From an optimization exercise on the open Yosys and OpenROAD flow, aimed at small area and few clock cycles; shortcuts taken in it are not production practice.
In this exercise RTL edits were held to simulation tests only and were not proved equivalent to the original.

`design.v`:
```
module gazmusino_top
(
    input  logic        clk,
    input  logic        resetn,
    output logic [31:0] imem_addr,
    output logic        imem_req,
    input  logic [31:0] imem_rdata,
    output logic [31:0] dmem_addr,
    output logic [31:0] dmem_wdata,
    output logic [3:0]  dmem_op,
    input  logic        dmem_ready,
    input  logic [31:0] dmem_rdata
);
logic [31:0] pc_q;       
logic        fx_q;       
logic        w_en;       
logic [4:0]  w_rd;
logic        w_ld;       
logic [2:0]  w_f3;       
logic [31:0] w_res;      
logic [31:0] mscratch;
logic [31:0] rf [1:31];
logic [31:0] ins;
assign ins = imem_rdata;
logic [2:0] f3;
logic [4:0] rd, ra, rb;
assign f3 = ins[14:12];
assign rd = ins[11:7];
assign ra = ins[19:15];
assign rb = fx_q ? ins[31:27] : ins[24:20];
logic op_lui, op_auipc, op_jal, op_jalr, op_br, op_ld, op_st, op_imm, op_reg, op_sys, op_fx;
assign op_lui   = ins[6:0] == 7'b0110111;
assign op_auipc = ins[6:0] == 7'b0010111;
assign op_jal   = ins[6:0] == 7'b1101111;
assign op_jalr  = ins[6:0] == 7'b1100111;
assign op_br    = ins[6:0] == 7'b1100011;
assign op_ld    = ins[6:0] == 7'b0000011;
assign op_st    = ins[6:0] == 7'b0100011;
assign op_imm   = ins[6:0] == 7'b0010011;
assign op_reg   = ins[6:0] == 7'b0110011;
assign op_sys   = ins[6:0] == 7'b1110011;
assign op_fx    = ins[6:0] == 7'b0001011;
logic is_mul, is_alu;
assign is_mul = op_reg && ins[31:25] == 7'b0000001;
assign is_alu = op_imm || (op_reg && !is_mul);
logic [31:0] imm_i, imm_s, imm_b, imm_u, imm_j;
assign imm_i = {{21{ins[31]}}, ins[30:20]};
assign imm_s = {{21{ins[31]}}, ins[30:25], ins[11:7]};
assign imm_b = {{20{ins[31]}}, ins[7], ins[30:25], ins[11:8], 1'b0};
assign imm_u = {ins[31:12], 12'b0};
assign imm_j = {{12{ins[31]}}, ins[19:12], ins[20], ins[30:21], 1'b0};
logic [31:0] ld_val, w_val;
always_comb begin
    logic [15:0] h;
    logic [7:0]  b;
    h = w_res[1] ? dmem_rdata[31:16] : dmem_rdata[15:0];
    b = w_res[0] ? h[15:8] : h[7:0];
    if (w_f3[1])      ld_val = dmem_rdata;
    else if (w_f3[0]) ld_val = {{16{h[15] & !w_f3[2]}}, h};
    else              ld_val = {{24{b[7] & !w_f3[2]}}, b};
end
assign w_val = w_ld ? ld_val : w_res;
always_ff @(posedge clk) begin
    for (int i = 1; i < 32; i++)
        if (w_en && w_rd == 5'(i)) rf[i] <= w_val;
end
logic [31:0] rfa, rfb, a, b;
always_comb begin
    rfa = '0;
    rfb = '0;
    for (int i = 1; i < 32; i++) begin
        if (ra == 5'(i)) rfa = rf[i];
        if (rb == 5'(i)) rfb = rf[i];
    end
    a = (w_en && w_rd == ra) ? w_val : rfa;
    b = (w_en && w_rd == rb) ? w_val : rfb;
end
logic        sub;
logic [31:0] opb, sum, x;
logic        cout, lt, ltu, eq;
assign sub = op_br || ((op_reg || op_imm) && f3[2:1] == 2'b01) ||
             (op_reg && f3 == 3'b000 && ins[30]);
assign opb = (op_reg || op_br || fx_q) ? b : (op_st ? imm_s : imm_i);
logic [31:0] sh_out, add_a;
assign add_a = fx_q ? sh_out : a;
assign {cout, sum} = {1'b0, add_a} + {1'b0, opb ^ {32{sub}}} + {32'b0, sub};
assign x   = a ^ opb;
assign eq  = x == 32'b0;
assign ltu = !cout;
assign lt  = (a[31] ^ opb[31]) ? a[31] : sum[31];
logic [31:0] sh_in, sh_rev, sh_r;
logic [4:0]  sh_amt;
logic        sh_left, sh_arith;
assign sh_in    = fx_q ? w_res : a;
assign sh_amt   = fx_q ? {ins[26:25], ins[14:12]} : opb[4:0];
assign sh_left  = !fx_q && f3 == 3'b001;
assign sh_arith = fx_q || ins[30];
always_comb begin
    for (int i = 0; i < 32; i++) sh_rev[i] = sh_left ? sh_in[31 - i] : sh_in[i];
    sh_r = 32'($signed({sh_arith & sh_rev[31] & !sh_left, sh_rev}) >>> sh_amt);
    for (int i = 0; i < 32; i++) sh_out[i] = sh_left ? sh_r[31 - i] : sh_r[i];
end
logic [31:0] alu;
always_comb begin
    case (f3)
        3'b000: alu = sum;
        3'b001: alu = sh_out;
        3'b010: alu = {31'b0, lt};
        3'b011: alu = {31'b0, ltu};
        3'b100: alu = x;
        3'b101: alu = sh_out;
        3'b110: alu = a | opb;
        default: alu = a & opb;
    endcase
end
logic        sa, sb;
logic [63:0] prod;
assign sa = !(f3[1] && f3[0]);      
assign sb = f3 == 3'b001;           
assign prod = 64'($signed({sa & a[31], a}) * $signed({sb & b[31], b}));
logic        csr_hit;
logic [31:0] csr_rd, csr_opnd, csr_new;
assign csr_hit  = ins[31:20] == 12'h340;
assign csr_rd   = csr_hit ? mscratch : 32'b0;
assign csr_opnd = f3[2] ? {27'b0, ins[19:15]} : a;
always_comb begin
    case (f3[1:0])
        2'b01:   csr_new = csr_opnd;
        2'b10:   csr_new = csr_rd | csr_opnd;
        2'b11:   csr_new = csr_rd & ~csr_opnd;
        default: csr_new = csr_rd;
    endcase
end
always_ff @(posedge clk) begin
    if (op_sys && csr_hit) mscratch <= csr_new;
end
logic [31:0] pc4, pc_sum, npc;
logic        br_cond, taken;
assign pc4    = pc_q + 32'd4;
assign pc_sum = pc_q + (op_jal ? imm_j : (op_br ? imm_b : imm_u));
always_comb begin
    case (f3)
        3'b000: br_cond = eq;
        3'b001: br_cond = !eq;
        3'b100: br_cond = lt;
        3'b101: br_cond = !lt;
        3'b110: br_cond = ltu;
        3'b111: br_cond = !ltu;
        default: br_cond = 1'b0;
    endcase
end
assign taken = op_jal || op_jalr || (op_br && br_cond);
assign npc   = taken ? (op_jalr ? sum : pc_sum) : pc4;
logic mem, stall;
assign mem   = op_ld || op_st;
assign stall = (mem && !dmem_ready) || (op_fx && !fx_q);
assign imem_req  = !resetn || !stall;
assign imem_addr = resetn ? npc : 32'b0;
assign dmem_addr  = sum;
assign dmem_wdata = b;
assign dmem_op    = op_ld ? {1'b0, f3} : (op_st ? {1'b1, f3} : 4'hF);
logic [31:0] res;
logic        wr;
always_comb begin
    if (op_lui)                     res = imm_u;
    else if (op_auipc)              res = pc_sum;
    else if (op_jal || op_jalr)     res = pc4;
    else if (op_sys)                res = csr_rd;
    else if (op_fx)                 res = fx_q ? sum : prod[31:0];
    else if (is_mul)                res = (f3 == 3'b000) ? prod[31:0] : prod[63:32];
    else if (is_alu)                res = alu;
    else                            res = sum;
end
assign wr = op_lui || op_auipc || op_jal || op_jalr || op_sys || op_fx ||
            op_reg || op_imm || op_ld;
always_ff @(posedge clk) begin
    if (!resetn) begin
        pc_q <= 32'b0;
        fx_q <= 1'b0;
        w_en <= 1'b0;
    end else begin
        if (!stall) pc_q <= npc;
        fx_q <= op_fx && !fx_q;
        w_en <= !stall && wr && rd != 5'b0;
    end
    w_rd  <= rd;
    w_ld  <= op_ld;
    w_f3  <= f3;
    w_res <= res;
end
endmodule
```
`run.sh`:
```
#!/bin/bash
# synth_recipe.tcl (not shown) runs the flow's synth.tcl, then flattens the netlist and writes it again
# the make line also repeats each setting of config.mk as NAME=value (left out here)
make -C /OpenROAD-flow-scripts/flow DESIGN_CONFIG=/design/flow/config.mk WORK_HOME=/design/flow/orfs CLKGATE_MAP_FILE= SYNTH_SCRIPT=/design/flow/synth_recipe.tcl finish
```
`config.mk`:
```
export PLATFORM = sky130hd
export DESIGN_NAME = gazmusino_top
export DESIGN_NICKNAME = gazmusino_top
export VERILOG_FILES = /design/flow/design.v
export SDC_FILE = /design/flow/constraint.sdc
export NUM_CORES = 4
export LEC_CHECK = 0
export ABC_AREA = 1
export CAP_MARGIN = 20
export CORE_MARGIN = 2
export CORE_UTILIZATION = 40
export SLEW_MARGIN = 20
```
`constraint.sdc`:
```
create_clock -name core_clock -period 18.0 [get_ports {clk}]
set_input_delay 3.6000 -clock core_clock [delete_from_list [all_inputs] [get_ports {clk}]]
set_output_delay 3.6000 -clock core_clock [all_outputs]
set_load 0.01 [all_outputs]
```
==> flow_summary.yaml <==
die:
  die_x_um: 503
  fp.dieH_um: 503
  die_area_um2: 253000
  ios: 168
  num_rows: 183
  design.core.area_um2: 248000
  start_util: 0.401
logic_synthesis:
  synth-seq-cells: 1099
  yosysTopAreaCellShare: 0.309
  synth_edf_count: 1024
  syn_inst: 11650
  ys_seq_area_frac: 0.324
  synth_warnings: 2
  syn-num-nets: 13182
  postSynth.asyncResetShare: 0
  synthTopCellsByCount: "nand2_1 (2849), inv_1 (1886), nor2_1 (1175), fa_1 (1127), edfxtp_1 (1024)"
  ys.flop_type: "edfxtp_1"
  synthTopCellsByArea: "edfxtp_1 (31%), fa_1 (23%), nand2_1 (11%)"
  yosysMostFrequentCell: "nand2_1"
  synth_area_um2: 99400
  netlist-cell-type-count: 69
  syn_avg_cell_area_um2: 8.54
  synth.largest_area_cell: "edfxtp_1"
worst_setup_path:
  cp_slowest_cell: "clkdlybuf4s50_1"
  path_depth: 71
  r2r_slack_ps: 2920
  cp_data_arrival_time_ps: 14060
  crit_type: "in2out"
  cpPeakStageDelay_ps: 450
  r2r_cells: 70
  path_common_cell: "buf_4"
  path_delay_family: "compound AO/OA/AOI/OAI gates"
  cp.required_ps: 14400
  startpoint_type: "input port"
  endpoint_kind: "output port"
  cp_num_buf_inv: 20
  critPathMaxFanout: 8
sta:
  setup_viol: 0
  hold-worst-slack_ps: 501
  finalSetupTns_ps: 0
  hold_viol_final: 0
  drv_slew: 0
  timing.final.crit_share: 0.981
  max_freq_mhz: 56.6
  tightestPinTransition_ps: 1320
  fin_skew_ps: 135
  min_period_ps: 17660
  fin_ws_ps: 340
  maxSlewHeadroom: 0.119
global_route:
  grt_use_total: 0.392
  grt_overflow_total: 0
  antenna_found_initial: 42
  grt_first_pass_wirelength_mm: 698
  grt_max_degree: 57
  grt_pass1_vias: 93377
clock_network:
  postCtsHoldBufs: 0
  worst_skew_pair.late_latency_ps: 830
  root_buffer: "clkbuf_16"
  cts.clk_slew.worst_paths_ps: 60
  h-tree-depth: 3
  numCtsBuffers: 116
  cts.sinks: 1099
  cts_tree: "done"
  clk_path_buf_depth: 3
finish:
  drive_above_1_share: 0.168
  utilization: 0.490
  nNetsFinal: 14476
  areaGrowthSynthToFinish_pct: 22.2
min_path:
  hold_depth: 2
  holdCritPathClass: "reg2reg"
placed_design:
  routabilityCongestion: 1.11
  numPortBuffers: 167
  post-place-ws_ps: -647
  hpwl_mm: 390
routing:
  wirelength_mm: 498
  wl_per_cell_um: 30.4
  firstDrtPassIters: 7
  drc: 0
  routed_via_density: 5.75
  ant_nets: 0
  vias: 94196
  initialDrtViolationCount: 12813
run_status:
  outcome: "complete, no violations"
run:
  drv_cap: 0
layout by cell type, fill, tap and decap left out, drive strengths merged, types with 38 or more instances in the layout:
cell,netlist,routed
clkinv,36,87
clkdlybuf4s50,0,128
a21oi,455,455
o211ai,160,160
clkbuf,467,156
nor3,38,38
o22ai,53,53
buf,89,1566
nand2,2879,2880
or2,59,59
edfxtp,1024,1024
nand3,263,263
o21ai,625,625
xnor2,49,49
inv,1923,1924
fa,1127,1127
ha,338,338
o2111ai,72,72
nor2,1180,1180
xor2,133,133
nand4,304,304
dfxtp,75,75
a221oi,105,105
worst register-to-register path, delay by kind of cell, from the launching register on:
kind	cells	cell delay [ps]
adders and majority gates	9	4330
buffers and inverters	17	2690
DFF	1	560
AOI/OAI and AO/OA	28	5450
xor gates and xnor gates	1	140
and+or+nand+nor	15	1810
cells by family (layout without fill, tap and decap cells):
family,after synthesis,after routing,share of synthesized area
flops,1099,1099,0.324
simple gates,4760,4761,0.196
mux,6,6,0.000604
xor+xnor,182,182,0.0160
other cells,0,9,0
fa+ha+maj,1465,1465,0.269
compound gates,1623,1623,0.0975
buf+inv,2515,3908,0.0961
sequential cells by signal, indices dropped and copies added, names as in the netlist:
name      cells
mscratch     32
w_en          1
w_res        32
w_rd          5
w_f3          3
fx_q          1
w_ld          1
pc_q         32
rf          992
layer usage:
layer,global-route usage,vias to the layer above,part of all wire
li1,-,39976,-
met3,0.0942,1213,0.11
met4,0.234,24,0.073
met1,0.519,47135,0.39
met5,0,-,0.00030
met2,0.582,5848,0.43
layout make-up:
type                       count  area, um^2
antenna                        9        22.5
clock buffer                 141        3070
timing repair buffer        1731       14600
fill                       23750      126000
clock inverter                77         868
tap                         3330        4170
sequential                  1099       32300
multi-input combinational   8037       59100
inverter                    1959        7360
stage by stage:
stage | std cells | area, um^2
finish | 16383 | 121000
global route | 16376 | 121000
CTS | 16354 | 121000
detailed placement | 16130 | 116000
global placement | 16130 | 116000
floorplan | 11650 | 99400
worst paths after layout:
path / to / start
max: imem_addr[3] / imem_rdata[19]
min: pc_q[23] / pc_q[23]
max reg2reg: w_res[25] / fx_q
min reg2reg: pc_q[23] / pc_q[23]
repair_timing:
action                                 in CTS  in global routing
pin swaps                                  19                118
gates cloned                                0                  2
gates resized for setup                    69                266
buffers inserted                            6                 12
setup endpoints to repair                  32                 53
endpoints found under the hold margin       0                  0
Testbench counts, summed over its fixed seeds: cycles 45,376.

port drivers added, routing unchanged:
How much do the figures lean on ideal ports? The routed layout below was timed once more, with nothing changed but the port constraints. Step 1: set_driving_cell puts a clkbuf_16 on clk and a buf_2 on each other input, an assumption about the parent block. Step 2 times the ports against the registers' clock, not the clock port: input delays grow and output delays shrink by t, the midpoint of the rising clock arrivals with the driver on. a / b / c = ideal ports / drivers / drivers and shift; a / b = the first two.
shift t [ns]: 0.833
setup WS [ns]: 0.340 / 0.310 / -0.115
slew at the worst register clock pin (ns): 0.08 / 0.08
With both steps, setup timing fails in this run, where it was met with ideal ports. For this run, drivers alone change the setup slack by -0.030 ns; drivers and shift together by -0.455 ns.
